This design comes from an exercise in tuning for small area and a short achievable clock period on the open sky130 flow, not from production work. Function was checked by simulation only, so behaviour that the tests miss may differ from the original.

==> run a <==
==> flow/design.v (excerpt) <==
module alu_top (
    input             clk,
    input      [7:0]  a,
    input      [7:0]  b,
    input      [3:0]  sel,
    output reg [15:0] out
);
==> module alu, before the edit <==
module alu(
    input [7:0] a,b,
    input [3:0] sel,
    output reg [15:0] out
    );
    always@(*)
        begin
            case(sel)
                4'b0000 : out=a+b;
                4'b0001 : out=a+1;
                4'b0010 : out=a-b;
                4'b0011 : out=a*b;
                4'b0100 : out=(b==0) ? 16'd0 : a/b;
                4'b0101 : out=(b==0) ? 16'd0 : a%b;
                4'b0110 : out=a&b;
                4'b0111 : out=a|b;
                4'b1000 : out=~(a&b);
                4'b1001 : out=~(a|b);
                4'b1010 : out=a^b;
                default: out=0;
            endcase        
        end    
endmodule
==> flow/config.mk <==
export PLATFORM = sky130hd
export DESIGN_NAME = alu_top
export DESIGN_NICKNAME = alu_top
export VERILOG_FILES = /design/flow/design.v
export SDC_FILE = /design/flow/constraint.sdc
export NUM_CORES = 4
export LEC_CHECK = 0
export CAP_MARGIN = 20
export CORE_MARGIN = 2
export CORE_UTILIZATION = 40
export SLEW_MARGIN = 20
==> flow/constraint.sdc <==
create_clock -name core_clock -period 32.0 [get_ports {clk}]
set_input_delay 6.4000 -clock core_clock [delete_from_list [all_inputs] [get_ports {clk}]]
set_output_delay 6.4000 -clock core_clock [all_outputs]
set_load 0.01 [all_outputs]
run.sh (not shown) runs the stock make flow with config.mk's settings and CLKGATE_MAP_FILE= SYNTH_SCRIPT=/design/flow/synth_recipe.tcl, a recipe that flattens the netlist after the stock synthesis.
==> run b: changes against run a <==
==> flow/design.v (replaced) <==
module alu_top (
    input             clk,
    input      [7:0]  a,
    input      [7:0]  b,
    input      [3:0]  sel,
    output reg [15:0] out
);
    reg  [7:0]  a_q, b_q;
    reg  [3:0]  sel_q;
    wire [15:0] alu_out;
    always @(posedge clk) begin
        a_q   <= a;
        b_q   <= b;
        sel_q <= sel;
        out   <= alu_out;
    end
    alu u_alu (.a(a_q), .b(b_q), .sel(sel_q), .out(alu_out));
endmodule

`timescale 1ns / 1ps
module alu(
    input  [7:0]  a, b,
    input  [3:0]  sel,
    output reg [15:0] out
    );
    wire        is_inc = (sel == 4'd1);
    wire        is_sub = (sel == 4'd2);
    wire [7:0]  bop    = is_inc ? 8'd0 : (is_sub ? ~b : b);
    wire [8:0]  sum    = {1'b0, a} + {1'b0, bop} + {8'd0, (is_inc | is_sub)};
    wire [15:0] prod = a * b;
    wire [7:0] q;
    wire [7:0] r7, r6, r5, r4, r3, r2, r1, r0;
    wire [0:0] t7 = a[7];
    assign q[7] = (b[7:1] == 0) && (t7 >= b[0:0]);
    assign r7   = q[7] ? {7'd0, t7 - b[0:0]} : {7'd0, t7};
    wire [1:0] t6 = {r7[0], a[6]};
    assign q[6] = (b[7:2] == 0) && (t6 >= b[1:0]);
    assign r6   = q[6] ? {6'd0, t6 - b[1:0]} : {6'd0, t6};
    wire [2:0] t5 = {r6[1:0], a[5]};
    assign q[5] = (b[7:3] == 0) && (t5 >= b[2:0]);
    assign r5   = q[5] ? {5'd0, t5 - b[2:0]} : {5'd0, t5};
    wire [3:0] t4 = {r5[2:0], a[4]};
    assign q[4] = (b[7:4] == 0) && (t4 >= b[3:0]);
    assign r4   = q[4] ? {4'd0, t4 - b[3:0]} : {4'd0, t4};
    wire [4:0] t3 = {r4[3:0], a[3]};
    assign q[3] = (b[7:5] == 0) && (t3 >= b[4:0]);
    assign r3   = q[3] ? {3'd0, t3 - b[4:0]} : {3'd0, t3};
    wire [5:0] t2 = {r3[4:0], a[2]};
    assign q[2] = (b[7:6] == 0) && (t2 >= b[5:0]);
    assign r2   = q[2] ? {2'd0, t2 - b[5:0]} : {2'd0, t2};
    wire [6:0] t1 = {r2[5:0], a[1]};
    assign q[1] = (b[7] == 1'b0) && (t1 >= b[6:0]);
    assign r1   = q[1] ? {1'd0, t1 - b[6:0]} : {1'd0, t1};
    wire [7:0] t0 = {r1[6:0], a[0]};
    assign q[0] = (t0 >= b);
    assign r0   = q[0] ? (t0 - b) : t0;
    wire bz = (b == 8'd0);
    always @(*) begin
        case (sel)
            4'd0:  out = {7'd0, sum};
            4'd1:  out = {7'd0, sum};
            4'd2:  out = {{8{~sum[8]}}, sum[7:0]};
            4'd3:  out = prod;
            4'd4:  out = bz ? 16'd0 : {8'd0, q};
            4'd5:  out = bz ? 16'd0 : {8'd0, r0};
            4'd6:  out = {8'd0, a & b};
            4'd7:  out = {8'd0, a | b};
            4'd8:  out = {8'hff, ~(a & b)};
            4'd9:  out = {8'hff, ~(a | b)};
            4'd10: out = {8'd0, a ^ b};
            default: out = 16'd0;
        endcase
    end
endmodule
==> flow/flow/run.sh (new file) <==
#!/bin/bash
# Standard ORFS layout, with the resizer asked to keep a larger setup slack
# margin (so it sizes the critical paths instead of stopping at the 32 ns
# constraint) and with the smallest buffer on the ports.
set -euo pipefail
MARGIN=${MARGIN:-24}
bash standard.sh SETUP_SLACK_MARGIN=$MARGIN \
  "BUFFER_PORTS_ARGS=-buffer_cell sky130_fd_sc_hd__buf_1" finish > orfs_make.log 2>&1
==> flow/standard.sh (new file) <==
#!/bin/bash
# synth_recipe.tcl (not shown) runs the flow's synth.tcl, then flattens the netlist and writes it again
# the make line also repeats each setting of config.mk as NAME=value (left out here)
make -C /OpenROAD-flow-scripts/flow DESIGN_CONFIG=/design/flow/config.mk WORK_HOME=/design/flow/orfs CLKGATE_MAP_FILE= SYNTH_SCRIPT=/design/flow/synth_recipe.tcl "${@:-finish}"
Settings changed: ABC_AREA set to 1, CORE_UTILIZATION 40 to 70.
removed: flow/run.sh
==> results.sh <==
export IMPL_arrival_ns=30.11
export IMPL_status="finished clean"
export IMPL_die_h_um=166
export IMPL_layout_min_cycle_time_ns=29.98
export IMPL_dr_pass1_iters=7
export IMPL_worstMarginPinSlew_ns=1.04
export IMPL_clk_share_pct=1.45
export IMPL_startpoint="b_q[4]"
# the run above: run a

==> results.sh <==
export IMPL_worstMarginPinSlew_ns=0.962
export IMPL_clk_share_pct=0.994
export IMPL_status="finished clean"
export IMPL_die_h_um=97.5
export IMPL_layout_min_cycle_time_ns=9.91
# the run above: run b

-- what the ideal ports hide --
Ports are ideal in the flow. The routed layouts listed here were re-timed in OpenROAD. Step 1, drivers: a clkbuf_16 drives clk and a buf_2 each remaining input, both assumed. Step 2 also shifts input and output timing later by t, the mid clock arrival at the registers, as if the neighbouring blocks saw the same clock. a / b / c = ideal / step 1 / step 2; a / b = the first two.
| run | shift t [ns] | setup WS [ns] | clock arrival spread, ns | pins driven straight from the clock port |
|---|---|---|---|---|
| run a | 0.340 | 2.016 / 2.016 / 2.016 | 0.012 / 0.012 | 1 |
| run b | 0.355 | 22.085 / 22.085 / 22.085 | 0.012 / 0.012 | 1 |
After both steps setup and hold are still met in every run listed.
